Source: an optimization exercise on an open RTL-to-GDS flow (aim: small area). Production flows keep margins and buffers that such runs may drop. In this exercise RTL edits were held to simulation tests only and were not proved equivalent to the original. The clock cells of runs 2 to 5 come from the design's own scripts or RTL, not from TritonCTS. No driver is modelled on the clock port, so clock power and skew are understated where the tree is cut down; a real chip needs a root buffer or a tree.

===== config.mk =====
export PLATFORM = sky130hd
export DESIGN_NAME = top
export DESIGN_NICKNAME = top
export VERILOG_FILES = /design/flow/design.v
export SDC_FILE = /design/flow/constraint.sdc
export NUM_CORES = 4
export LEC_CHECK = 0
export CAP_MARGIN = 20
export CORE_MARGIN = 2
export CORE_UTILIZATION = 70
export SLEW_MARGIN = 20

===== flow/cts_args.txt =====
-sink_clustering_enable -repair_clock_nets -dont_use_dummy_load -buf_list sky130_fd_sc_hd__clkbuf_8

===== flow/port_buf.txt =====
sky130_fd_sc_hd__buf_1

===== design.v =====
module DeBounce #(
    parameter bit LAST_ROW = 1'b0    
) (
    input  logic       clk,
    input  logic       n_reset,
    input  logic       button_in,
    input  logic       cvalid,      
    input  logic [1:0] cidx,        
    output logic       DB_out,
    output logic [2:0] col          
);
    logic        DFF1, DFF2;
    logic [4:0]  qL;
    logic        q5;
    logic [13:0] hc;
    wire q_reset = DFF1 ^ DFF2;
    wire start   = q5 & DFF2 & ~DB_out;
    wire hc_end  = (hc == 14'b10000011110110);
    wire [13:0] hc_step = {~hc[12:0], hc[0] ^ hc[4] ^ hc[13]};
    wire [4:0] q_step = {~qL[3:0], qL[1] ^ qL[4] ^ (qL[3:0] == 4'b0101)};
    always_ff @(posedge clk or negedge n_reset) begin
        if (!n_reset) begin
            DFF1   <= 1'b0;
            DFF2   <= 1'b0;
            qL     <= 5'd0;
            q5     <= 1'b0;
            DB_out <= 1'b0;
        end else begin
            DFF1 <= button_in;
            DFF2 <= DFF1;
            if (q_reset) begin
                qL <= 5'd0;
                q5 <= 1'b0;
            end else begin
                qL <= q_step;
                q5 <= q5 | (&qL);
            end
            if (start)
                DB_out <= 1'b1;
            else if (hc_end)
                DB_out <= 1'b0;
        end
    end
    generate
        if (LAST_ROW) begin : g_last
            logic [1:0] cc;
            always_ff @(posedge clk)
                if (start) cc <= cvalid ? cidx : 2'd3;
            assign col = {cc != 2'd3, cc};
        end else begin : g_row
            logic [2:0] cc;
            always_ff @(posedge clk)
                if (start) cc <= {cvalid, cidx};
            assign col = cc;
        end
    endgenerate
    always_ff @(posedge clk) begin
        if (start)
            hc <= 14'd0;
        else
            hc <= hc_step;
    end
endmodule
module disp_dec (
    input  logic [3:0] w,
    output logic [6:0] d
);
    always_comb begin
        case (w)
            4'h0: d = 7'b1111110;
            4'h1: d = 7'b0110000;
            4'h2: d = 7'b1101101;
            4'h3: d = 7'b1111001;
            4'h4: d = 7'b0110011;
            4'h5: d = 7'b1011011;
            4'h6: d = 7'b1011111;
            4'h7: d = 7'b1110000;
            4'h8: d = 7'b1111111;
            4'h9: d = 7'b1111011;
            default: d = 7'bxxxxxxx;
        endcase
    end
endmodule
module mux (
    input  logic [1:0]  ai,
    input  logic [15:0] cdu,
    output logic [3:0]  w
);
    always_comb begin
        case (ai)
            2'd0: w = cdu[3:0];
            2'd1: w = cdu[7:4];
            2'd2: w = cdu[11:8];
            default: w = cdu[15:12];
        endcase
    end
endmodule
module timebase (
    input  logic clk,
    input  logic n_reset,
    output logic col_move,
    output logic disp_move
);
    logic [4:0] c27;
    logic [4:0] c19;
    logic [6:0] c100;
    wire e27  = (c27  == 5'b00101);     
    wire e19  = (c19  == 5'b10111);     
    wire e100 = (c100 == 7'b1111010);   
    always_ff @(posedge clk or negedge n_reset) begin
        if (!n_reset) begin
            c27  <= 5'd0;
            c19  <= 5'd0;
            c100 <= 7'd0;
        end else begin
            c27  <= e27  ? 5'd0 : {~c27[3:0], c27[1] ^ c27[4]};
            c19  <= e19  ? 5'd0 : {~c19[3:0], c19[0] ^ c19[4]};
            c100 <= e100 ? 7'd0 : {~c100[5:0], c100[0] ^ c100[6]};
        end
    end
    assign col_move  = e27 & e19;
    assign disp_move = e27 & e100;
endmodule
module disp_controller (
    input  logic       clk,
    input  logic       n_reset,
    input  logic       disp_move,
    output logic [1:0] ai,
    output logic [3:0] a
);
    always_ff @(posedge clk or negedge n_reset) begin
        if (!n_reset)
            ai <= 2'd0;
        else if (disp_move)
            ai <= ai + 2'd1;
    end
    assign a = 4'b0001 << ai;
endmodule
module lecture (
    input  logic       clk,
    input  logic       n_reset,
    input  logic [3:0] filas_raw,
    input  logic       col_move,
    output logic [3:0] columnas,
    output logic [3:0] sample,
    output logic       ev           
);
    logic       cvalid;
    logic [1:0] cidx;
    logic [3:0] db;
    logic [2:0] cl [4];
    columnas_fsm fsm (.clk(clk), .n_reset(n_reset), .col_move(col_move), .cvalid(cvalid), .cidx(cidx), .columnas(columnas));
    genvar g;
    generate
        for (g = 0; g < 4; g++) begin : row
            DeBounce #(.LAST_ROW(g == 0)) db_i (
                .clk(clk), .n_reset(n_reset), .button_in(filas_raw[g]),
                .cvalid(cvalid), .cidx(cidx),
                .DB_out(db[g]), .col(cl[g])
            );
        end
    endgenerate
    logic       one;
    logic [1:0] r;
    logic       v;
    logic [1:0] c;
    logic [3:0] key;
    always_comb begin
        one = 1'b0; r = 2'd0; v = 1'b0; c = 2'd0;
        case (db)
            4'b1000: begin one = 1'b1; r = 2'd0; {v, c} = cl[3]; end
            4'b0100: begin one = 1'b1; r = 2'd1; {v, c} = cl[2]; end
            4'b0010: begin one = 1'b1; r = 2'd2; {v, c} = cl[1]; end
            4'b0001: begin one = 1'b1; r = 2'd3; {v, c} = cl[0]; end
            default: ;
        endcase
        key = 4'b1111;
        if (one && v) begin
            case ({r, c})
                4'b00_00: key = 4'd1;
                4'b00_01: key = 4'd2;
                4'b00_10: key = 4'd3;
                4'b00_11: key = 4'd10;
                4'b01_00: key = 4'd4;
                4'b01_01: key = 4'd5;
                4'b01_10: key = 4'd6;
                4'b01_11: key = 4'd11;
                4'b10_00: key = 4'd7;
                4'b10_01: key = 4'd8;
                4'b10_10: key = 4'd9;
                4'b10_11: key = 4'd12;
                4'b11_00: key = 4'd13;
                4'b11_01: key = 4'd0;
                4'b11_10: key = 4'd14;
                default:  key = 4'b1111;
            endcase
        end
    end
    always_ff @(posedge clk or negedge n_reset) begin
        if (!n_reset) begin
            sample <= 4'b1111;
            ev     <= 1'b0;
        end else begin
            sample <= key;
            ev     <= (key != sample) && (key != 4'b1111);
        end
    end
endmodule
module columnas_fsm (
    input  logic       clk,
    input  logic       n_reset,
    input  logic       col_move,
    output logic       cvalid,
    output logic [1:0] cidx,
    output logic [3:0] columnas
);
    always_ff @(posedge clk or negedge n_reset) begin
        if (!n_reset) begin
            cvalid <= 1'b0;
            cidx   <= 2'd0;
        end else if (col_move) begin
            cvalid <= 1'b1;
            cidx   <= cidx + {1'b0, cvalid};
        end
    end
    assign columnas = cvalid ? (4'b1000 >> cidx) : 4'b0000;
endmodule
module sume (
    input  logic        clk,
    input  logic        n_reset,
    input  logic [3:0]  sample,
    input  logic        ev,
    output logic [15:0] cdu,
    output logic [3:0]  debug
);
    logic [2:0] state;
    logic [1:0] M;
    logic [3:0] H, T, U;
    logic [1:0] cls;    
    logic [1:0] sM;
    logic [3:0] sH, sT, sU;
    assign debug = {1'b1, ~state};
    wire [3:0] s = sample;
    wire first = (state == 3'd0);
    wire p_h = (state == 3'd0) || (state == 3'd3);
    wire p_t = (state == 3'd1) || (state == 3'd4);
    wire p_u = (state == 3'd2) || (state == 3'd5);
    function automatic logic [5:0] dadd(input logic [3:0] x, input logic [3:0] y);
        logic [4:0] t;
        t = {1'b0, x} + {1'b0, y};
        if (t >= 5'd20)      dadd = {2'd2, 4'(t - 5'd20)};
        else if (t >= 5'd10) dadd = {2'd1, 4'(t - 5'd10)};
        else                 dadd = {2'd0, t[3:0]};
    endfunction
    logic [3:0] bU, bT, bH;
    logic [1:0] bM;
    logic [5:0] ru, rt, rh;
    logic [1:0] m1;
    logic [3:0] u2, t2, h2;
    logic [3:0] u3, t3, h3;
    logic [1:0] m3;
    logic       r, b0, b1, b2;
    logic [1:0] cls_n;
    always_comb begin
        bU = first ? 4'd0 : U;
        bT = first ? 4'd0 : T;
        bH = first ? 4'd0 : H;
        bM = first ? 2'd0 : M;
        ru = dadd(bU, p_u ? s : 4'd0);
        rt = dadd(bT, (p_t ? s : 4'd0) | {2'b00, ru[5:4]});
        rh = dadd(bH, (p_h ? s : 4'd0) | {2'b00, rt[5:4]});
        m1 = bM + rh[5:4];
        u2 = ru[3:0];
        t2 = rt[3:0];
        h2 = rh[3:0];
        r = p_u && ((cls == 2'b11) || (cls == 2'b01 && s >= 4'd4) || (cls == 2'b10 && s >= 4'd14));
        b0 = u2 < 4'd4;
        u3 = b0 ? u2 + 4'd6 : u2 - 4'd4;
        b1 = t2 < 4'd2 + {3'd0, b0};
        t3 = b1 ? t2 + 4'd8 - {3'd0, b0} : t2 - 4'd2 - {3'd0, b0};
        b2 = (h2 == 4'd0) && b1;
        h3 = b2 ? 4'd9 : h2 - {3'd0, b1};
        m3 = m1 - 2'd1 - {1'b0, b2};
        if (!r) begin
            u3 = u2; t3 = t2; h3 = h2; m3 = m1;
        end
        if (p_h)
            cls_n = (s >= 4'd11) ? 2'b11 : (s == 4'd10) ? 2'b10 : (s == 4'd9) ? 2'b01 : 2'b00;
        else if (cls == 2'b01)
            cls_n = (s >= 4'd13) ? 2'b11 : (s == 4'd12) ? 2'b01 : (s == 4'd11) ? 2'b10 : 2'b00;
        else if (cls == 2'b10)
            cls_n = (s >= 4'd3) ? 2'b11 : (s == 4'd2) ? 2'b01 : (s == 4'd1) ? 2'b10 : 2'b00;
        else
            cls_n = cls;
    end
    always_ff @(posedge clk or negedge n_reset) begin
        if (!n_reset) begin
            state <= 3'd0;
            sM <= 2'd0;
            sH <= 4'd0;
            sT <= 4'd0;
            sU <= 4'd0;
        end else if (ev) begin
            state <= (state == 3'd6) ? 3'd0 : state + 3'd1;
            if (state == 3'd6) begin
                sM <= M;
                sH <= H;
                sT <= T;
                sU <= U;
            end
        end
    end
    always_ff @(posedge clk) begin
        if (ev && state != 3'd6) begin
            M <= m3;
            H <= h3;
            T <= t3;
            U <= u3;
        end
        if (ev && (p_h || p_t))
            cls <= cls_n;
    end
    assign cdu = {2'b00, sM, sH, sT, sU};
endmodule
module top (
    input  logic       clk,
    input  logic       n_reset,
    input  logic [3:0] filas_raw,
    output logic [6:0] d,
    output logic [3:0] a,
    output logic [3:0] columnas,
    output logic [3:0] led
);
    logic [3:0]  sample;
    logic        ev;
    logic [15:0] cdu;
    logic [1:0]  ai;
    logic [3:0]  w;
    logic        col_move, disp_move;
    timebase tb_i (.clk(clk), .n_reset(n_reset), .col_move(col_move), .disp_move(disp_move));
    lecture lect (.clk(clk), .n_reset(n_reset), .filas_raw(filas_raw), .col_move(col_move),
                  .columnas(columnas), .sample(sample), .ev(ev));
    sume suma (.clk(clk), .n_reset(n_reset), .sample(sample), .ev(ev),
               .cdu(cdu), .debug(led));
    disp_controller controller (.clk(clk), .n_reset(n_reset), .disp_move(disp_move), .ai(ai), .a(a));
    mux mux (.ai(ai), .cdu(cdu), .w(w));
    disp_dec decoder (.w(w), .d(d));
endmodule

===== constraint.sdc =====
create_clock -name core_clock -period 12.0 [get_ports {clk}]
set_input_delay 2.4000 -clock core_clock [delete_from_list [all_inputs] [get_ports {clk}]]
set_output_delay 2.4000 -clock core_clock [all_outputs]
set_load 0.01 [all_outputs]

===== flow/seq_cells.txt =====
sky130_fd_sc_hd__dfbbn_1
sky130_fd_sc_hd__dfbbn_2
sky130_fd_sc_hd__dfbbp_1
sky130_fd_sc_hd__dfrbp_1
sky130_fd_sc_hd__dfrbp_2
sky130_fd_sc_hd__dfrtn_1
sky130_fd_sc_hd__dfrtp_1
sky130_fd_sc_hd__dfrtp_2
sky130_fd_sc_hd__dfrtp_4
sky130_fd_sc_hd__dfsbp_1
sky130_fd_sc_hd__dfsbp_2
sky130_fd_sc_hd__dfstp_1
sky130_fd_sc_hd__dfstp_2
sky130_fd_sc_hd__dfstp_4
sky130_fd_sc_hd__dfxbp_1
sky130_fd_sc_hd__dfxbp_2
sky130_fd_sc_hd__dfxtp_1
sky130_fd_sc_hd__dfxtp_2
sky130_fd_sc_hd__dfxtp_4
sky130_fd_sc_hd__dlrbn_1
sky130_fd_sc_hd__dlrbn_2
sky130_fd_sc_hd__dlrbp_1
sky130_fd_sc_hd__dlrbp_2
sky130_fd_sc_hd__dlrtn_1
sky130_fd_sc_hd__dlrtn_2
sky130_fd_sc_hd__dlrtn_4
sky130_fd_sc_hd__dlrtp_1
sky130_fd_sc_hd__dlrtp_2
sky130_fd_sc_hd__dlrtp_4
sky130_fd_sc_hd__dlxbn_1
sky130_fd_sc_hd__dlxbn_2
sky130_fd_sc_hd__dlxbp_1
sky130_fd_sc_hd__dlxtn_1
sky130_fd_sc_hd__dlxtn_2
sky130_fd_sc_hd__dlxtn_4
sky130_fd_sc_hd__dlxtp_1
sky130_fd_sc_hd__edfxbp_1
sky130_fd_sc_hd__edfxtp_1
sky130_fd_sc_hd__lpflow_inputisolatch_1
sky130_fd_sc_hd__sdfbbn_1
sky130_fd_sc_hd__sdfbbn_2
sky130_fd_sc_hd__sdfbbp_1
sky130_fd_sc_hd__sdfrbp_1
sky130_fd_sc_hd__sdfrbp_2
sky130_fd_sc_hd__sdfrtn_1
sky130_fd_sc_hd__sdfrtp_1
sky130_fd_sc_hd__sdfrtp_2
sky130_fd_sc_hd__sdfrtp_4
sky130_fd_sc_hd__sdfsbp_1
sky130_fd_sc_hd__sdfsbp_2
sky130_fd_sc_hd__sdfstp_1
sky130_fd_sc_hd__sdfstp_2
sky130_fd_sc_hd__sdfstp_4
sky130_fd_sc_hd__sdfxbp_1
sky130_fd_sc_hd__sdfxbp_2
sky130_fd_sc_hd__sdfxtp_1
sky130_fd_sc_hd__sdfxtp_2
sky130_fd_sc_hd__sdfxtp_4
sky130_fd_sc_hd__sedfxbp_1
sky130_fd_sc_hd__sedfxbp_2
sky130_fd_sc_hd__sedfxtp_1
sky130_fd_sc_hd__sedfxtp_2
sky130_fd_sc_hd__sedfxtp_4

===== flow/run.sh =====
#!/bin/bash
# Layout flow: the standard synthesis, then the combinational logic of
# the synthesized netlist is re-mapped by ABC for area (flip-flops untouched,
# same names and cell types), then the standard layout from floorplan on.
set -euo pipefail
HERE=$(pwd)
RES=$HERE/orfs/results/sky130hd/top/base
LIB=$FLOW_HOME/platforms/sky130hd/lib/sky130_fd_sc_hd__tt_025C_1v80.lib

# 1. standard synthesis (netlist only)
bash standard.sh $RES/1_2_yosys.v > synth_standard.log 2>&1
cp $RES/1_2_yosys.v $HERE/std_netlist.v

# 2. re-map combinational logic
SEQ=$(tr '\n' ' ' < flow/seq_cells.txt)
cat > resynth.ys <<EOY
read_liberty -ignore_miss_func $LIB
blackbox $SEQ
read_verilog $HERE/std_netlist.v
hierarchy -top top
flatten
opt -full
abc -liberty $LIB -script $HERE/flow/resynth.abc -dont_use *lpflow* -dont_use *probe* -dont_use *diode* -dont_use *clkdly* -dont_use *dlygate*
opt_clean -purge
hilomap -singleton -hicell sky130_fd_sc_hd__conb_1 HI -locell sky130_fd_sc_hd__conb_1 LO
stat -liberty $LIB
write_verilog -noattr -nohex -nodec $RES/1_2_yosys.v
EOY
yosys -s resynth.ys > resynth.log 2>&1

# 3. standard layout on the re-mapped netlist; clock tree and port buffer
#    choices from flow/cts_args.txt and flow/port_buf.txt
CTS_ARGS_V=$(cat flow/cts_args.txt)
PORT_BUF=$(cat flow/port_buf.txt)
bash standard.sh "CTS_ARGS=$CTS_ARGS_V" "BUFFER_PORTS_ARGS=-buffer_cell $PORT_BUF" finish > layout.log 2>&1

===== flow/resynth.abc =====
strash; &get -n; &deepsyn -T 60; &put; strash; &get -n; &dch -f; &nf -R 1000; &put

===== standard.sh =====
#!/bin/bash
# synth_recipe.tcl (not shown) runs the flow's synth.tcl, then flattens the netlist and writes it again
# the make line also repeats each setting of config.mk as NAME=value (left out here)
make -C /OpenROAD-flow-scripts/flow DESIGN_CONFIG=/design/flow/config.mk WORK_HOME=/design/flow/orfs CLKGATE_MAP_FILE= SYNTH_SCRIPT=/design/flow/synth_recipe.tcl "${@:-finish}"

==> results.ini, run 1 <==
[run_status]
outcome=complete, no violations

[floorplan]
ios=25
rows=34
core_area_um2=8806
fp.dieW_um=99.88
start_util_pct=73.07
die_y_um=99.88
dieArea_um2=9976

[cts]
cts_resized=0
hold_buffers=0
post_cts_buffers=0
cts_max_path_buffers=2
worstSkewPairLatency_ns=0.44
htree_levels=4
clock-root-buffer=clkbuf_8
clock_sinks=163
cts_tree=yes
cts.clk_slew.worst_paths_ns=0.08
numCtsBuffers=17

[timing]
fin_crit_ns=6.622
finClkSkew_ns=0.03080
worst_pin_slew_ns=1.051
rsz0062_at_grt=no
maxSlewViolCount=0
hold_violations=0
setup_ws_ns=5.378
relSlewSlack_pct=29.91
finalCritPeriodShare_pct=55.18
fmax_mhz=151.0
finalSetupTns_ns=0
setup-violations-final=0

[critical_path]
critPathLaunchType=flip-flop
startpoint=lect.sample[1]$_DFF_PN1_
slowest_stage=a2111oi_0
r2r-end=suma.M[1]$_DFFE_PP_
cp_slowest_stage_delay_ns=0.66
cp_common_cell=nor2_1
r2r_cells=29
cp.required_ns=12.15
reg2reg_slack_ns=5.38
worst_r2r_startpoint=lect.sample[1]$_DFF_PN1_
worst-path-max-fanout=9
arrival_ns=6.78
criticalPathCategory=reg2reg
cp-end-kind=flip-flop

[detailed_routing]
drc=0
first_pass_iters=7
drtIter0Drc=239
wirelength_um=12100
wire_per_inst_um=15.80
num_vias=4561
routed_via_density=5.954
postRouteAntennaNets=0

[finish]
drive_gt1_share_pct=4.103
n_antenna_cell=0
multiInputGateArea_um2=2417
seq_area_um2=3939
fin_nets=666
fillers=578
area_growth_syn_to_layout_pct=7.914

[place]
place_congestion=0.9204
port_buffers=23
hpwl_um=8542
place_ws_ns=5.562

[logic_synthesis]
synth_area_um2=6435
yosys_warnings=10
syn_inst=614
avgSynthCellArea_um2=10.48
synth_fp_nets=620

[min_path]
min_path_cells=0
min_to=lect.row[1].db_i.DFF2$_DFF_PN0_
holdCritStartpoint=lect.row[1].db_i.DFF1$_DFF_PN0_
worstHoldPathType=reg2reg

[grt]
grt_pass1_vias=4506
track_usage_pct=26.23
antenna_found_initial=0
overflow=0
grt_max_degree=81
grt_pass1_wl_um=20480

[flow_run]
max_cap_violations=0

[layout make-up]
type                    count  area share [%]
well taps                 108           1.946
repair buffers             27           2.018
multi-input cells         430           34.81
inverters                  21           1.135
flip-flops and latches    163           56.72
clock buffers              17           3.369
[state kept, by name, summed over array words and instances (netlist names), 3 cells and up]
| name | flops |
|---|---|
| lect.row.db_i.qL | 20 |
| suma.T | 4 |
| lect.row.db_i.g_row.cc | 9 |
| suma.sT | 4 |
| lect.row.db_i.DB_out | 4 |
| lect.row.db_i.hc | 56 |
| lect.row.db_i.DFF1 | 4 |
| lect.row.db_i.q5 | 4 |
| tb_i.c27 | 5 |
| suma.U | 4 |
| lect.sample | 4 |
| suma.state | 3 |
| tb_i.c100 | 7 |
| suma.H | 4 |
| lect.row.db_i.DFF2 | 4 |
| suma.sH | 4 |
| tb_i.c19 | 5 |
| suma.sU | 4 |
[how the worst max path moves through the flow]
stage | end | slack (ns)
3_5_place_dp | suma.M[1]$_DFFE_PP_ | 5.56
6_report | suma.M[1]$_DFFE_PP_ | 5.38
5_1_grt | suma.M[1]$_DFFE_PP_ | 4.63
2_1_floorplan | suma.M[1]$_DFFE_PP_ | 6.28
4_1_cts | suma.M[1]$_DFFE_PP_ | 5.52
3_3_place_gp | suma.M[1]$_DFFE_PP_ | 5.88
[worst max-delay path: cells and delay by family (launching register included)]
kind                     cells  cell delay, ns
adder cells (fa/ha/maj)      2            0.64
AO/OA/AOI/OAI               10            2.27
XOR/XNOR                     2            0.47
flip-flops                   1            0.63
AND/OR/NAND/NOR             15            2.34
[metrics by stage]
stage                     hold WS [ns]  instance area [um2]  std cells  utilization [%]
final                           0.3786                 6944        766            78.86
after global routing            0.4053                 6944        766            78.86
after CTS                       0.3825                 6902        763            78.37
after detailed placement        0.3821                 6668        746            75.72
after global placement          0.3781                 6668        746            75.72
after floorplan                 0.3718                 6435        614                -
[layout by cell type, fill, tap and decap left out, drive strengths merged, types with 17 or more instances in the layout]
cell	count
nor3	20
xor2	18
nor2	122
o21ai	23
dfxtp	56
clkinv	21
edfxtp	27
clkbuf	17
buf	27
a21oi	27
dfrtp	76
nand2	60
[layer usage]
layer | track usage, % | routed length (um)
met5 | 0 | 0
met3 | 5.014 | 432
met1 | 32.66 | 5343
met4 | 12.12 | 190
met2 | 44.75 | 6135
==> run 2: changes to the inputs <==
--- a/design.v
+++ b/design.v
@@ -82,17 +82,15 @@
     end
 endmodule
 module mux (
-    input  logic [1:0]  ai,
-    input  logic [15:0] cdu,
-    output logic [3:0]  w
+    input  logic [1:0] ai,
+    input  logic [4:0] hm,
+    input  logic [6:0] l,
+    output logic [3:0] w
 );
+    logic [6:0] v;
     always_comb begin
-        case (ai)
-            2'd0: w = cdu[3:0];
-            2'd1: w = cdu[7:4];
-            2'd2: w = cdu[11:8];
-            default: w = cdu[15:12];
-        endcase
+        v = ai[1] ? {2'b00, hm} : l;
+        w = ai[0] ? 4'(v / 7'd10) : 4'(v % 7'd10);
     end
 endmodule
 module timebase (
@@ -230,60 +228,43 @@
     input  logic        n_reset,
     input  logic [3:0]  sample,
     input  logic        ev,
-    output logic [15:0] cdu,
+    output logic [4:0]  hm,      
+    output logic [6:0]  l,
     output logic [3:0]  debug
 );
     logic [2:0] state;
-    logic [1:0] M;
-    logic [3:0] H, T, U;
+    logic [4:0] HM;
+    logic [6:0] L;
     logic [1:0] cls;    
-    logic [1:0] sM;
-    logic [3:0] sH, sT, sU;
+    logic [4:0] sHM;
+    logic [6:0] sL;
     assign debug = {1'b1, ~state};
     wire [3:0] s = sample;
     wire first = (state == 3'd0);
     wire p_h = (state == 3'd0) || (state == 3'd3);
     wire p_t = (state == 3'd1) || (state == 3'd4);
     wire p_u = (state == 3'd2) || (state == 3'd5);
-    function automatic logic [5:0] dadd(input logic [3:0] x, input logic [3:0] y);
-        logic [4:0] t;
-        t = {1'b0, x} + {1'b0, y};
-        if (t >= 5'd20)      dadd = {2'd2, 4'(t - 5'd20)};
-        else if (t >= 5'd10) dadd = {2'd1, 4'(t - 5'd10)};
-        else                 dadd = {2'd0, t[3:0]};
-    endfunction
-    logic [3:0] bU, bT, bH;
-    logic [1:0] bM;
-    logic [5:0] ru, rt, rh;
-    logic [1:0] m1;
-    logic [3:0] u2, t2, h2;
-    logic [3:0] u3, t3, h3;
-    logic [1:0] m3;
-    logic       r, b0, b1, b2;
+    logic [6:0] bL;
+    logic [4:0] bHM;
+    logic [7:0] l1;
+    logic [6:0] l2, l3;
+    logic [1:0] c;
+    logic [4:0] hm2, hm3;
+    logic       r, b;
     logic [1:0] cls_n;
     always_comb begin
-        bU = first ? 4'd0 : U;
-        bT = first ? 4'd0 : T;
-        bH = first ? 4'd0 : H;
-        bM = first ? 2'd0 : M;
-        ru = dadd(bU, p_u ? s : 4'd0);
-        rt = dadd(bT, (p_t ? s : 4'd0) | {2'b00, ru[5:4]});
-        rh = dadd(bH, (p_h ? s : 4'd0) | {2'b00, rt[5:4]});
-        m1 = bM + rh[5:4];
-        u2 = ru[3:0];
-        t2 = rt[3:0];
-        h2 = rh[3:0];
+        bL  = first ? 7'd0 : L;
+        bHM = first ? 5'd0 : HM;
+        l1 = {1'b0, bL} + (p_t ? {s, 3'b000} + {3'b000, s, 1'b0} : p_u ? {4'd0, s} : 8'd0);
+        if (l1 >= 8'd200)      begin c = 2'd2; l2 = 7'(l1 - 8'd200); end
+        else if (l1 >= 8'd100) begin c = 2'd1; l2 = 7'(l1 - 8'd100); end
+        else                   begin c = 2'd0; l2 = l1[6:0]; end
+        hm2 = bHM + (p_h ? {1'b0, s} : {3'd0, c});
         r = p_u && ((cls == 2'b11) || (cls == 2'b01 && s >= 4'd4) || (cls == 2'b10 && s >= 4'd14));
-        b0 = u2 < 4'd4;
-        u3 = b0 ? u2 + 4'd6 : u2 - 4'd4;
-        b1 = t2 < 4'd2 + {3'd0, b0};
-        t3 = b1 ? t2 + 4'd8 - {3'd0, b0} : t2 - 4'd2 - {3'd0, b0};
-        b2 = (h2 == 4'd0) && b1;
-        h3 = b2 ? 4'd9 : h2 - {3'd0, b1};
-        m3 = m1 - 2'd1 - {1'b0, b2};
-        if (!r) begin
-            u3 = u2; t3 = t2; h3 = h2; m3 = m1;
-        end
+        b = l2 < 7'd24;
+        l3  = b ? l2 + 7'd76 : l2 - 7'd24;
+        hm3 = hm2 - 5'd10 - {4'd0, b};
+        if (!r) begin l3 = l2; hm3 = hm2; end
         if (p_h)
             cls_n = (s >= 4'd11) ? 2'b11 : (s == 4'd10) ? 2'b10 : (s == 4'd9) ? 2'b01 : 2'b00;
         else if (cls == 2'b01)
@@ -296,31 +277,26 @@
     always_ff @(posedge clk or negedge n_reset) begin
         if (!n_reset) begin
             state <= 3'd0;
-            sM <= 2'd0;
-            sH <= 4'd0;
-            sT <= 4'd0;
-            sU <= 4'd0;
+            sHM <= 5'd0;
+            sL  <= 7'd0;
         end else if (ev) begin
             state <= (state == 3'd6) ? 3'd0 : state + 3'd1;
             if (state == 3'd6) begin
-                sM <= M;
-                sH <= H;
-                sT <= T;
-                sU <= U;
+                sHM <= HM;
+                sL  <= L;
             end
         end
     end
     always_ff @(posedge clk) begin
         if (ev && state != 3'd6) begin
-            M <= m3;
-            H <= h3;
-            T <= t3;
-            U <= u3;
+            HM <= hm3;
+            L  <= l3;
         end
         if (ev && (p_h || p_t))
             cls <= cls_n;
     end
-    assign cdu = {2'b00, sM, sH, sT, sU};
+    assign hm = sHM;
+    assign l  = sL;
 endmodule
 module top (
     input  logic       clk,
@@ -333,7 +309,8 @@
 );
     logic [3:0]  sample;
     logic        ev;
-    logic [15:0] cdu;
+    logic [4:0]  hm;
+    logic [6:0]  l;
     logic [1:0]  ai;
     logic [3:0]  w;
     logic        col_move, disp_move;
@@ -341,8 +318,8 @@
     lecture lect (.clk(clk), .n_reset(n_reset), .filas_raw(filas_raw), .col_move(col_move),
                   .columnas(columnas), .sample(sample), .ev(ev));
     sume suma (.clk(clk), .n_reset(n_reset), .sample(sample), .ev(ev),
-               .cdu(cdu), .debug(led));
+               .hm(hm), .l(l), .debug(led));
     disp_controller controller (.clk(clk), .n_reset(n_reset), .disp_move(disp_move), .ai(ai), .a(a));
-    mux mux (.ai(ai), .cdu(cdu), .w(w));
+    mux mux (.ai(ai), .hm(hm), .l(l), .w(w));
     disp_dec decoder (.w(w), .d(d));
 endmodule
--- a/flow/run.sh
+++ b/flow/run.sh
@@ -28,8 +28,7 @@
 EOY
 yosys -s resynth.ys > resynth.log 2>&1
 
-# 3. standard layout on the re-mapped netlist; clock tree and port buffer
-#    choices from flow/cts_args.txt and flow/port_buf.txt
-CTS_ARGS_V=$(cat flow/cts_args.txt)
+# 3. standard layout on the re-mapped netlist, with the port buffer cell
+#    from flow/port_buf.txt and the clock tree of flow/cts_hook.tcl
 PORT_BUF=$(cat flow/port_buf.txt)
-bash standard.sh "CTS_ARGS=$CTS_ARGS_V" "BUFFER_PORTS_ARGS=-buffer_cell $PORT_BUF" finish > layout.log 2>&1
+bash standard.sh "PRE_CTS_TCL=$HERE/flow/cts_hook.tcl" "BUFFER_PORTS_ARGS=-buffer_cell $PORT_BUF" finish > layout.log 2>&1
==> flow/cts_cfg.txt (new file) <==
7 sky130_fd_sc_hd__clkbuf_16 sky130_fd_sc_hd__clkbuf_4
==> flow/cts_hook.tcl (new file) <==
# PRE_CTS_TCL hook: builds the clock tree with my_cts_build (my_cts.tcl)
# instead of TritonCTS, then finishes the CTS step as ORFS's cts.tcl does
# (legalize, timing repair, write 4_1_cts.odb / 4_cts.sdc) and exits.
source [file join [file dirname [info script]] my_cts.tcl]
set cfg [split [string trim [read [open [file join [file dirname [info script]] cts_cfg.txt]]]]]
my_cts_build {*}$cfg
set_propagated_clock [all_clocks]
estimate_parasitics -placement
set_placement_padding -global \
  -left $::env(CELL_PAD_IN_SITES_DETAIL_PLACEMENT) \
  -right $::env(CELL_PAD_IN_SITES_DETAIL_PLACEMENT)
detailed_placement
estimate_parasitics -placement
repair_timing_helper
detailed_placement
check_placement -verbose
report_clock_skew
orfs_write_db $::env(RESULTS_DIR)/4_1_cts.odb
orfs_write_sdc $::env(RESULTS_DIR)/4_cts.sdc
exit
==> flow/my_cts.tcl (new file) <==
# Clock tree built here instead of TritonCTS: the flip-flops are split into
# NLEAF groups by position (k-means) and each group gets one clock buffer
# placed at its centre; the clock port drives the NLEAF buffers. Every
# flip-flop is one buffer away from the port.
proc my_cts_build { nleaf master_name {root_name ""} } {
  set block [ord::get_db_block]
  set db [ord::get_db]
  set clk_net [$block findNet clk]
  set master [$db findMaster $master_name]
  set sinks {}
  foreach it [$clk_net getITerms] { lappend sinks $it }
  set n [llength $sinks]
  set xs {}; set ys {}
  foreach it $sinks {
    set b [[$it getInst] getBBox]
    lappend xs [expr {([$b xMin] + [$b xMax]) / 2.0}]
    lappend ys [expr {([$b yMin] + [$b yMax]) / 2.0}]
  }
  # k-means, seeded by sorting along x then y
  set order [lsort -real -indices $xs]
  set cx {}; set cy {}
  for {set k 0} {$k < $nleaf} {incr k} {
    set i [lindex $order [expr {int(($k + 0.5) * $n / $nleaf)}]]
    lappend cx [lindex $xs $i]; lappend cy [lindex $ys $i]
  }
  # balanced k-means: each group takes at most ceil(n/nleaf) flip-flops,
  # points are given to centres in order of increasing distance
  set cap [expr {($n + $nleaf - 1) / $nleaf}]
  for {set iter 0} {$iter < 30} {incr iter} {
    set pairs {}
    for {set i 0} {$i < $n} {incr i} {
      for {set k 0} {$k < $nleaf} {incr k} {
        set dx [expr {[lindex $xs $i] - [lindex $cx $k]}]
        set dy [expr {[lindex $ys $i] - [lindex $cy $k]}]
        lappend pairs [list [expr {$dx*$dx + $dy*$dy}] $i $k]
      }
    }
    set pairs [lsort -real -index 0 $pairs]
    for {set k 0} {$k < $nleaf} {incr k} { set sc($k) 0; set sx($k) 0.0; set sy($k) 0.0 }
    for {set i 0} {$i < $n} {incr i} { set a($i) -1 }
    set left $n
    foreach p $pairs {
      if {$left == 0} break
      lassign $p d i k
      if {$a($i) >= 0 || $sc($k) >= $cap} continue
      set a($i) $k; incr sc($k); incr left -1
      set sx($k) [expr {$sx($k) + [lindex $xs $i]}]
      set sy($k) [expr {$sy($k) + [lindex $ys $i]}]
    }
    set cx {}; set cy {}
    for {set k 0} {$k < $nleaf} {incr k} {
      lappend cx [expr {$sx($k) / max(1, $sc($k))}]; lappend cy [expr {$sy($k) / max(1, $sc($k))}]
    }
  }
  set asg {}
  for {set i 0} {$i < $n} {incr i} { lappend asg $a($i) }
  set drv_net $clk_net
  if {$root_name ne ""} {
    set rinst [odb::dbInst_create $block [$db findMaster $root_name] "clkbuf_root"]
    set rnet [odb::dbNet_create $block "clknet_root"]
    $rnet setSigType CLOCK
    [$rinst findITerm A] connect $clk_net
    [$rinst findITerm X] connect $rnet
    set mx 0.0; set my 0.0
    for {set k 0} {$k < $nleaf} {incr k} { set mx [expr {$mx + [lindex $cx $k] / $nleaf}]; set my [expr {$my + [lindex $cy $k] / $nleaf}] }
    $rinst setLocation [expr {int($mx)}] [expr {int($my)}]
    $rinst setPlacementStatus PLACED
    set drv_net $rnet
  }
  for {set k 0} {$k < $nleaf} {incr k} {
    set inst [odb::dbInst_create $block $master "clkbuf_leaf_$k"]
    set net [odb::dbNet_create $block "clknet_leaf_$k"]
    $net setSigType CLOCK
    [$inst findITerm A] connect $drv_net
    [$inst findITerm X] connect $net
    $inst setLocation [expr {int([lindex $cx $k])}] [expr {int([lindex $cy $k])}]
    $inst setPlacementStatus PLACED
    set leafnet($k) $net
  }
  for {set i 0} {$i < $n} {incr i} {
    set it [lindex $sinks $i]
    $it disconnect
    $it connect $leafnet([lindex $asg $i])
  }
  $clk_net setSigType CLOCK
  for {set k 0} {$k < $nleaf} {incr k} { puts "my_cts: leaf $k sinks $sc($k)" }
}
removed: flow/cts_args.txt
==> results.ini, run 2 <==
[timing]
maxSlewViolCount=0  ; unchanged
setup-violations-final=0  ; unchanged
fin_crit_ns=6.249  ; -0.3731 ns
relSlewSlack_pct=33.03  ; +3.1 points
fmax_mhz=160.0  ; +6.0%
finalSetupTns_ns=0  ; unchanged
finalCritPeriodShare_pct=52.07  ; -3.1 points
rsz0062_at_grt=no
finClkSkew_ns=0.01034  ; -0.02046 ns
setup_ws_ns=5.751  ; +0.3731 ns
worst_pin_slew_ns=1.001  ; -0.04983 ns
whs_ns=0.3998  ; +0.02122 ns
hold_violations=0  ; unchanged

[finish]
final_core_util_pct=77.48  ; -1.4 points
top_register=lect.row.db_i.hc
area_growth_syn_to_layout_pct=6.525
drive_gt1_share_pct=2.171  ; -1.9 points
layout_common_cells=nor2_1 (117), dfrtp_1 (74), dfxtp_1 (56)
fin_nets=653  ; -2.0%
finalNonFillerCells=754  ; -1.6%
top_regs=lect.row.db_i.hc x56, lect.row.db_i.qL x20, lect.row.db_i.g_row.cc x9
fillers=583  ; +0.87%
largest_reg_flops=56  ; unchanged
mostFrequentLayoutCell=nor2_1

[grt]
track_usage_pct=23.43  ; -2.8 points
grt_pass1_wl_um=19460  ; -5.0%
grt_pass1_vias=4286  ; -4.9%
grt_max_degree=79  ; -2.5%
antenna_found_initial=1  ; +1
overflow=0  ; unchanged

[detailed_routing]
wirelength_um=11220  ; -7.3%
routed_via_density=5.862  ; -1.5%
drc=0  ; unchanged
wire_per_inst_um=14.89  ; -5.8%
num_vias=4420  ; -3.1%
first_pass_iters=5  ; -2
drtIter0Drc=283  ; +18%
postRouteAntennaNets=0  ; unchanged

[place]
place_inst=745  ; -0.13%
place_ws_ns=5.938  ; +0.3763 ns
port_buffers=23  ; unchanged
place_congestion=0.8877  ; -3.6%
hpwl_um=8032  ; -6.0%

[min_path]
worstHoldPathType=reg2reg

[run_status]
outcome=complete, no violations

[critical_path]
cp.required_ns=12.28  ; +0.13 ns
critPathLaunchType=flip-flop
cp_common_cell=a21oi_1
cp-end-kind=flip-flop
arrival_ns=6.53  ; -0.25 ns
slowest_stage=dfrtp_1
cp_slowest_stage_delay_ns=0.45  ; -0.21 ns
criticalPathCategory=reg2reg
worst-path-max-fanout=7  ; -2

[logic_synthesis]
synth_area_um2=6405  ; -0.47%
syn_inst=613  ; -0.16%
yosys_warnings=10  ; unchanged
avgSynthCellArea_um2=10.45  ; -0.30%
synth_fp_nets=619  ; -0.16%

[floorplan]
core_area_um2=8806  ; unchanged
start_util_pct=72.73  ; -0.34 points
ios=25  ; unchanged
dieArea_um2=9931  ; -0.45%
fp.dieW_um=99.66  ; -0.23%
rows=34  ; unchanged
die_y_um=99.66  ; -0.23%

[cts]
cts_resized=0  ; unchanged
post_cts_buffers=0  ; unchanged
hold_buffers=0  ; unchanged
cts.clk_slew.worst_paths_ns=0.09  ; about the same
worstSkewPairLatency_ns=0.52  ; +0.08 ns

[flow_run]
max_cap_violations=0  ; unchanged

==> run 2: area by class of cell <==
type	count	area [um2]	share of cell area (%)
multi-input cells	429	2482	36.38
inverters	25	93.84	1.375
well taps	108	135.1	1.981
plain buffers	8	182.7	2.677
flip-flops and latches	159	3829	56.12
diodes	1	2.502	0.03668
repair buffers	24	97.59	1.430
==> run 2: through the flow <==
stage          area, um2
2_1_floorplan       6405
3_3_place_gp        6638
3_5_place_dp        6638
5_1_grt             6823
6_report            6823
==> run 2: layer usage <==
layer	track usage, %	up-vias	share of wire, %
li1	-	2171	-
met1	31.82	2141	45
met2	41.68	87	50
met3	1.546	21	2.7
met4	5.690	0	2.2
met5	0	-	0
==> run 2: path summary, 6_finish.rpt <==
path | start | end | slack, ns | cells past startpoint
max | suma.state[0]$_DFFE_PN0P_ | suma.HM[3]$_DFFE_PP_ | 5.75 | 31
min | lect.row[1].db_i.DFF1$_DFF_PN0_ | lect.row[1].db_i.DFF2$_DFF_PN0_ | 0.40 | 0
max reg2reg | suma.state[0]$_DFFE_PN0P_ | suma.HM[3]$_DFFE_PP_ | 5.75 | 31
min reg2reg | lect.row[1].db_i.DFF1$_DFF_PN0_ | lect.row[1].db_i.DFF2$_DFF_PN0_ | 0.40 | 0
max in group asynchronous | n_reset | lect.row[1].db_i.qL[1]$_DFF_PN0_ | 9.36 | 1
min in group asynchronous | n_reset | tb_i.c100[3]$_DFF_PN0_ | 2.02 | 1
==> run 2: critical path: cells and delay by family (launching register included) <==
kind / cells / cell delay, ns
XOR/XNOR: 4 / 0.75
flip-flops: 1 / 0.45
AND/OR/NAND/NOR: 9 / 1.21
buffers and inverters: 2 / 0.20
AO/OA/AOI/OAI: 16 / 3.39
==> run 3: changes to the inputs <==
--- a/flow/run.sh
+++ b/flow/run.sh
@@ -11,22 +11,35 @@
 bash standard.sh $RES/1_2_yosys.v > synth_standard.log 2>&1
 cp $RES/1_2_yosys.v $HERE/std_netlist.v
 
-# 2. re-map combinational logic
+# 2. re-map combinational logic: ABC (&deepsyn then &nf) from 4 random
+#    seeds in parallel; the smallest netlist by cell area is kept
 SEQ=$(tr '\n' ' ' < flow/seq_cells.txt)
-cat > resynth.ys <<EOY
+for S in 1 2 3 4; do
+  sed "s/@SEED@/$S/" flow/resynth.abc > resynth_$S.abc
+  cat > resynth_$S.ys <<EOY
 read_liberty -ignore_miss_func $LIB
 blackbox $SEQ
 read_verilog $HERE/std_netlist.v
 hierarchy -top top
 flatten
 opt -full
-abc -liberty $LIB -script $HERE/flow/resynth.abc -dont_use *lpflow* -dont_use *probe* -dont_use *diode* -dont_use *clkdly* -dont_use *dlygate*
+abc -liberty $LIB -script $HERE/resynth_$S.abc -dont_use *lpflow* -dont_use *probe* -dont_use *diode* -dont_use *clkdly* -dont_use *dlygate*
 opt_clean -purge
 hilomap -singleton -hicell sky130_fd_sc_hd__conb_1 HI -locell sky130_fd_sc_hd__conb_1 LO
 stat -liberty $LIB
-write_verilog -noattr -nohex -nodec $RES/1_2_yosys.v
+write_verilog -noattr -nohex -nodec $HERE/resynth_$S.v
 EOY
-yosys -s resynth.ys > resynth.log 2>&1
+  yosys -s resynth_$S.ys > resynth_$S.log 2>&1 &
+done
+wait
+BEST=""; BESTA=""
+for S in 1 2 3 4; do
+  A=$(grep "Chip area for module" resynth_$S.log | tail -1 | awk '{print $NF}')
+  echo "seed $S area $A" >> resynth_pick.log
+  if [[ -n "$A" && -s resynth_$S.v ]] && { [[ -z "$BESTA" ]] || awk "BEGIN{exit !($A < $BESTA)}"; }; then BEST=$S; BESTA=$A; fi
+done
+echo "picked seed $BEST area $BESTA" >> resynth_pick.log
+cp resynth_$BEST.v $RES/1_2_yosys.v
 
 # 3. standard layout on the re-mapped netlist, with the port buffer cell
 #    from flow/port_buf.txt and the clock tree of flow/cts_hook.tcl
==> flow/cts_cfg.txt (replaced) <==
5 sky130_fd_sc_hd__buf_12 sky130_fd_sc_hd__clkbuf_4
==> flow/resynth.abc (replaced) <==
strash; &get -n; &deepsyn -T 60 -S @SEED@; &put; strash; &get -n; &dch -f; &nf -R 1000; &put
==> results.ini, run 3 <==
[run_status]
outcome=complete, no violations

[critical_path]
path_delay_family=compound AO/OA/AOI/OAI gates
crit_buf_inv=0  ; -2
cp_common_cell=a21oi_1
criticalPathCategory=reg2reg
worst_r2r_startpoint=suma.state[1]$_DFFE_PN0P_
slowest_stage=dfrtp_1
critPathLaunchType=flip-flop
cp-end-kind=flip-flop
worst-path-max-fanout=10  ; +3
startpoint=suma.state[1]$_DFFE_PN0P_
cp_slowest_stage_delay_ns=0.50  ; +0.05 ns
cp.required_ns=12.32  ; +0.04 ns
arrival_ns=7.75  ; +1.22 ns

[timing]
finalCritPeriodShare_pct=61.94  ; +9.9 points
rsz0062_at_grt=no
fmax_mhz=134.5  ; -16%
setup-violations-final=0  ; unchanged
fin_crit_ns=7.433  ; +1.184 ns
worst_pin_slew_ns=1.019  ; +0.01826 ns
whs_ns=0.4054  ; +0.005648 ns
finalSetupTns_ns=0  ; unchanged
finClkSkew_ns=0.01451  ; +0.004171 ns
relSlewSlack_pct=31.81  ; -1.2 points
maxSlewViolCount=0  ; unchanged
hold_violations=0  ; unchanged

[detailed_routing]
num_vias=4328  ; -2.1%
wirelength_um=10820  ; -3.6%
drtIter0Drc=205  ; -28%
routed_via_density=5.825  ; -0.63%
drc=0  ; unchanged
postRouteAntennaNets=0  ; unchanged
first_pass_iters=4  ; -1
wire_per_inst_um=14.56  ; -2.2%

[floorplan]
start_util_pct=72.46  ; -0.28 points
fp.dieW_um=99.24  ; -0.42%
ios=25  ; unchanged
dieArea_um2=9849  ; -0.83%
core_area_um2=8763  ; -0.48%
die_y_um=99.24  ; -0.42%
rows=34  ; unchanged

[min_path]
worstHoldPathType=reg2reg
holdCritStartpoint=lect.row[0].db_i.DFF1$_DFF_PN0_

[grt]
grt_pass1_wl_um=18850  ; -3.2%
grt_pass1_vias=4291  ; +0.12%
track_usage_pct=22.64  ; -0.78 points
grt_max_degree=79  ; unchanged
overflow=0  ; unchanged
antenna_found_initial=0  ; -1

[place]
hpwl_um=7825  ; -2.6%
port_buffers=23  ; unchanged
place_congestion=0.8612  ; -3.0%
place_inst=736  ; -1.2%

[cts]
hold_buffers=0  ; unchanged
cts_resized=0  ; unchanged
post_cts_buffers=0  ; unchanged
worstSkewPairLatency_ns=0.46  ; -0.06 ns
cts.clk_slew.worst_paths_ns=0.12  ; +0.03 ns

[finish]
mostFrequentLayoutCell=nor2_1
n_antenna_cell=0  ; -1
drive_gt1_share_pct=1.890  ; -0.28 points
area_growth_syn_to_layout_pct=5.360
fin_nets=643  ; -1.5%
top_register=lect.row.db_i.hc
largest_reg_flops=56  ; unchanged
top_regs=lect.row.db_i.hc x56, lect.row.db_i.qL x20, lect.row.db_i.g_row.cc x9
finalNonFillerCells=743  ; -1.5%
fillers=594  ; +1.9%
layout_common_cells=nor2_1 (115), dfrtp_1 (74), dfxtp_1 (56)

[logic_synthesis]
syn_inst=605  ; -1.3%
avgSynthCellArea_um2=10.50  ; +0.45%
yosys_warnings=10  ; unchanged
synth_area_um2=6350  ; -0.86%
synth_fp_nets=611  ; -1.3%

[flow_run]
max_cap_violations=0  ; unchanged

run 3: final timing paths:
kind / cells after the start / endpoint / slack, ns
worst max register to register: 34 / suma.HM[4]$_DFFE_PP_ / 4.57
min in group asynchronous: 1 / tb_i.c100[5]$_DFF_PN0_ / 2.08
worst min register to register: 0 / lect.row[0].db_i.DFF2$_DFF_PN0_ / 0.41
max in group asynchronous: 1 / lect.row[1].db_i.DFF1$_DFF_PN0_ / 9.30
worst min-delay path: 0 / lect.row[0].db_i.DFF2$_DFF_PN0_ / 0.41
worst max-delay path: 34 / suma.HM[4]$_DFFE_PP_ / 4.57
run 3: stage by stage:
stage          utilization [%]  setup slack (ns)  area (um2)
2_1_floorplan                -             5.481        6350
3_3_place_gp             75.03             5.152        6575
3_5_place_dp             75.03             4.771        6575
5_1_grt                  76.34             3.898        6690
6_report                 76.34             4.567        6690
run 3: area by class of cell:
cell class	instances	area [um2]	area share [%]
Timing Repair Buffer	24	97.59	1.459
Tap cell	108	135.1	2.020
Sequential cell	159	3829	57.23
Multi-Input combinational cell	418	2416	36.11
Buffer	6	107.6	1.608
Inverter	28	105.1	1.571
run 3: metal layers:
metal  GRT usage [%]  wire (um)
met1           30.43       4882
met2           41.06       5397
met3           1.616        386
met4           4.531        154
met5               0          0
==> run 4: changes to the inputs <==
==> flow/cts_cfg.txt (replaced) <==
8 sky130_fd_sc_hd__buf_8 sky130_fd_sc_hd__clkbuf_4
==> results.ini, run 4 <==
[logic_synthesis]
synth_area_um2=6375  ; +0.39%
yosys_warnings=10  ; unchanged
syn_inst=613  ; +1.3%
avgSynthCellArea_um2=10.40  ; -0.92%
synth_fp_nets=619  ; +1.3%

[timing]
relSlewSlack_pct=30.83  ; -0.98 points
setup-violations-final=0  ; unchanged
maxSlewViolCount=0  ; unchanged
setup_ws_ns=5.258  ; +0.6907 ns
finalSetupTns_ns=0  ; unchanged
hold_violations=0  ; unchanged
finClkSkew_ns=0.02216  ; +0.007649 ns
worst_pin_slew_ns=1.034  ; +0.01459 ns
finalCritPeriodShare_pct=56.18  ; -5.8 points
fin_crit_ns=6.742  ; -0.6907 ns
fmax_mhz=148.3  ; +10%
rsz0062_at_grt=no

[finish]
fin_nets=655  ; +1.9%
mostFrequentLayoutCell=nor2_1
finalNonFillerCells=755  ; +1.6%
area_growth_syn_to_layout_pct=5.770
fillers=606  ; +2.0%
final_core_util_pct=76.94  ; +0.60 points
layout_common_cells=nor2_1 (120), dfrtp_1 (74), dfxtp_1 (56)
top_regs=lect.row.db_i.hc x56, lect.row.db_i.qL x20, lect.row.db_i.g_row.cc x9
largest_reg_flops=56  ; unchanged
drive_gt1_share_pct=2.473  ; +0.58 points
top_register=lect.row.db_i.hc
n_antenna_cell=0  ; unchanged

[floorplan]
ios=25  ; unchanged
dieArea_um2=9886  ; +0.38%
rows=34  ; unchanged
die_y_um=99.43  ; +0.19%
start_util_pct=72.74  ; +0.29 points
core_area_um2=8763  ; unchanged
fp.dieW_um=99.43  ; +0.19%

[grt]
overflow=0  ; unchanged
antenna_found_initial=0  ; unchanged
track_usage_pct=22.66  ; about the same
grt_max_degree=79  ; unchanged
grt_pass1_wl_um=18860  ; about the same
grt_pass1_vias=4192  ; -2.3%

[critical_path]
cp-end-kind=flip-flop
critPathLaunchType=flip-flop
cp_common_cell=a21oi_1
slowest_stage=a21oi_1
cp_slowest_stage_delay_ns=0.52  ; +0.02 ns
worst-path-max-fanout=9  ; -1
arrival_ns=7.09  ; -0.66 ns
cp.required_ns=12.35  ; +0.03 ns
criticalPathCategory=reg2reg

[place]
port_buffers=23  ; unchanged
hpwl_um=7766  ; -0.75%
place_inst=745  ; +1.2%
place_ws_ns=5.324  ; +0.5530 ns
place_congestion=0.8480  ; -1.5%

[cts]
hold_buffers=0  ; unchanged
worstSkewPairLatency_ns=0.51  ; +0.05 ns
cts.clk_slew.worst_paths_ns=0.11  ; about the same
post_cts_buffers=0  ; unchanged
cts_resized=0  ; unchanged

[detailed_routing]
wire_per_inst_um=14.47  ; -0.62%
drtIter0Drc=297  ; +45%
postRouteAntennaNets=0  ; unchanged
num_vias=4387  ; +1.4%
first_pass_iters=5  ; +1
wirelength_um=10930  ; +0.99%
drc=0  ; unchanged
routed_via_density=5.811  ; -0.25%

[flow_run]
max_cap_violations=0  ; unchanged

[run_status]
outcome=complete, no violations

[min_path]
worstHoldPathType=reg2reg

-- run 4: cell type report --
type,instances,area (um2),share of cell area (%)
multi-input combinational,428,2449,36.31
tap,108,135.1,2.004
sequential,159,3829,56.78
inverter,26,97.59,1.447
timing repair buffer,25,105.1,1.559
buffer,9,127.6,1.893
-- run 4: per-layer routing --
metal | vias up | part of all wire, % | track usage, %
li1 | 2197 | - | -
met1 | 2092 | 46 | 32.01
met2 | 85 | 48 | 39.60
met3 | 13 | 4.1 | 2.319
met4 | 0 | 1.4 | 3.161
met5 | - | 0 | 0
-- run 4: worst paths after layout --
path / to / slack [ns] / startpoint / depth (start not counted)
worst max register to register: suma.HM[4]$_DFFE_PP_ / 5.26 / suma.state[2]$_DFFE_PN0P_ / 30
max in group asynchronous: lect.fsm.cidx[1]$_DFFE_PN0P_ / 9.35 / n_reset / 1
worst min register to register: lect.row[2].db_i.DFF2$_DFF_PN0_ / 0.40 / lect.row[2].db_i.DFF1$_DFF_PN0_ / 0
worst min-delay path: lect.row[2].db_i.DFF2$_DFF_PN0_ / 0.40 / lect.row[2].db_i.DFF1$_DFF_PN0_ / 0
min in group asynchronous: tb_i.c100[5]$_DFF_PN0_ / 2.00 / n_reset / 1
worst max-delay path: suma.HM[4]$_DFFE_PP_ / 5.26 / suma.state[2]$_DFFE_PN0P_ / 30
-- run 4: per-stage QoR --
| stage | hold slack, ns | instance area, um2 |
|---|---|---|
| 2_1_floorplan | 0.3718 | 6375 |
| 3_5_place_dp | 0.3868 | 6608 |
| 5_1_grt | 0.4238 | 6743 |
| 3_3_place_gp | 0.3794 | 6608 |
| 6_report | 0.4046 | 6743 |
-- run 4: critical path: cells and delay by family (launching register included) --
family,cells,cell delay (ns)
xor gates and xnor gates,3,0.61
AOI/OAI and AO/OA,12,2.55
DFF,1,0.46
buffers and inverters,2,0.23
adders and majority gates,2,0.78
and+or+nand+nor,11,1.94
==> run 5: changes to the inputs <==
==> flow/cts_cfg.txt (replaced) <==
6 sky130_fd_sc_hd__clkbuf_16 sky130_fd_sc_hd__clkbuf_4
==> results.ini, run 5 <==
[finish]
fin_nets=644  ; -1.7%
area_growth_syn_to_layout_pct=6.148
fillers=582  ; -4.0%
top_regs=lect.row.db_i.hc x56, lect.row.db_i.qL x20, lect.row.db_i.g_row.cc x9
layout_common_cells=nor2_1 (115), dfrtp_1 (74), dfxtp_1 (56)
largest_reg_flops=56  ; unchanged
mostFrequentLayoutCell=nor2_1
multiInputGateArea_um2=2416  ; -1.3%
seq_area_um2=3829  ; unchanged
drive_gt1_share_pct=2.044  ; -0.43 points
top_register=lect.row.db_i.hc
n_antenna_cell=0  ; unchanged

[grt]
grt_pass1_vias=4287  ; +2.3%
antenna_found_initial=0  ; unchanged
overflow=0  ; unchanged
grt_pass1_wl_um=19090  ; +1.2%
grt_max_degree=79  ; unchanged
track_usage_pct=22.97  ; +0.31 points

[logic_synthesis]
synth_fp_nets=611  ; -1.3%
yosys_warnings=10  ; unchanged
syn_inst=605  ; -1.3%
synth_area_um2=6350  ; -0.39%
avgSynthCellArea_um2=10.50  ; +0.92%

[timing]
worst_pin_slew_ns=0.9870  ; -0.04676 ns
relSlewSlack_pct=33.96  ; +3.1 points
setup_ws_ns=4.571  ; -0.6869 ns
finalCritPeriodShare_pct=61.91  ; +5.7 points
setup-violations-final=0  ; unchanged
finClkSkew_ns=0.02159  ; -0.0005698 ns
fmax_mhz=134.6  ; -9.2%
rsz0062_at_grt=no
hold_violations=0  ; unchanged
maxSlewViolCount=0  ; unchanged
fin_crit_ns=7.429  ; +0.6869 ns
finalSetupTns_ns=0  ; unchanged

[critical_path]
worst_r2r_startpoint=suma.state[2]$_DFFE_PN0P_
r2r-end=suma.HM[4]$_DFFE_PP_
arrival_ns=7.78  ; +0.69 ns
cp_slowest_stage_delay_ns=0.49  ; -0.03 ns
reg2reg_slack_ns=4.57  ; -0.69 ns
slowest_stage=nor3_1
worst-path-stages=34  ; +13%
cp_common_cell=a21oi_1
cp.required_ns=12.35  ; about the same
critPathLaunchType=flip-flop
criticalPathCategory=reg2reg
crit_end=suma.HM[4]$_DFFE_PP_
path_delay_family=compound AO/OA/AOI/OAI gates
startpoint=suma.state[2]$_DFFE_PN0P_
crit_buf_inv=0  ; -2
r2r_cells=34  ; +13%
worst-path-max-fanout=7  ; -2
cp-end-kind=flip-flop

[detailed_routing]
num_vias=4340  ; -1.1%
drtIter0Drc=179  ; -40%
wire_per_inst_um=14.90  ; +3.0%
wirelength_um=11090  ; +1.5%
routed_via_density=5.833  ; +0.39%
drc=0  ; unchanged
postRouteAntennaNets=0  ; unchanged
first_pass_iters=4  ; -1

[floorplan]
fp.dieW_um=99.24  ; -0.19%
core_area_um2=8763  ; unchanged
start_util_pct=72.46  ; -0.29 points
rows=34  ; unchanged
ios=25  ; unchanged
dieArea_um2=9849  ; -0.38%
die_y_um=99.24  ; -0.19%

[place]
hpwl_um=7825  ; +0.76%
place_congestion=0.8612  ; +1.6%
port_buffers=23  ; unchanged
place_ws_ns=4.771  ; -0.5530 ns

[cts]
hold_buffers=0  ; unchanged
post_cts_buffers=0  ; unchanged
worstSkewPairLatency_ns=0.50  ; about the same
cts_resized=0  ; unchanged
cts.clk_slew.worst_paths_ns=0.11  ; about the same

[flow_run]
max_cap_violations=0  ; unchanged

[run_status]
outcome=complete, no violations

[min_path]
worstHoldPathType=reg2reg

-- run 5: how the worst min path moves through the flow --
stage	depth (start not counted)	slack, ns	startpoint	end
after floorplan	0	0.37	lect.row[0].db_i.DFF1$_DFF_PN0_	lect.row[0].db_i.DFF2$_DFF_PN0_
after global placement	0	0.38	lect.row[1].db_i.DFF1$_DFF_PN0_	lect.row[1].db_i.DFF2$_DFF_PN0_
after detailed placement	0	0.38	lect.row[0].db_i.DFF1$_DFF_PN0_	lect.row[0].db_i.DFF2$_DFF_PN0_
after global routing	0	0.42	lect.row[1].db_i.DFF1$_DFF_PN0_	lect.row[1].db_i.DFF2$_DFF_PN0_
final	0	0.40	lect.row[1].db_i.DFF1$_DFF_PN0_	lect.row[1].db_i.DFF2$_DFF_PN0_
-- run 5: layout make-up --
cell class / count / share of cell area, %
tap: 108 / 2.005
inverter: 28 / 1.559
sequential: 159 / 56.80
timing repair buffer: 24 / 1.448
multi-input combinational: 418 / 35.85
buffer: 7 / 2.339
-- run 5: worst reg2reg max path: cells and delay by family, from the launching register on --
kind	cells	cell delay, ns
adders and majority gates	3	1.02
xor gates and xnor gates	5	1.18
and+or+nand+nor	13	2.30
DFF	1	0.46
AOI/OAI and AO/OA	13	2.33
-- run 5: layer usage --
metal	part of all wire [%]	track usage, %
met1	45	31.20
met2	49	41.22
met3	3.9	1.476
met4	1.8	5.058
met5	0	0
-- run 5: stage by stage --
stage / std cells / hold slack, ns / util [%] / cell area (um2)
after floorplan: 605 / 0.3718 / - / 6350
after global placement: 736 / 0.3792 / 75.03 / 6575
after detailed placement: 736 / 0.3826 / 75.03 / 6575
after global routing: 744 / 0.4178 / 76.91 / 6740
final: 744 / 0.3969 / 76.91 / 6740

==> re-timing with driven ports <==
Ports are ideal in the flow. The routed layouts listed here were re-timed in OpenROAD.
Step 1 assumes that a clkbuf_16 drives the clock port and a buf_2 every other input.
Step 2 also shifts input and output timing later by t, the mid clock arrival at the registers, as if the neighbouring blocks saw the same clock.
Three values: ideal, step 1, step 2; two values: the first two.
| run | t, ns | setup slack, ns | worst slew at a driven data input, ns | cell pins on the clock port's net |
|---|---|---|---|---|
| run 1 | 0.457 | 5.378 / 5.378 / 5.378 | 0.03 | 1 |
| run 2 | 0.551 | 5.751 / 5.751 / 5.751 | 0.03 | 1 |
| run 3 | 0.477 | 4.567 / 4.567 / 4.567 | 0.03 | 1 |
| run 4 | 0.533 | 5.258 / 5.258 / 5.258 | 0.03 | 1 |
| run 5 | 0.518 | 4.571 / 4.571 / 4.571 | 0.03 | 1 |
After both steps every run listed still meets setup and hold.
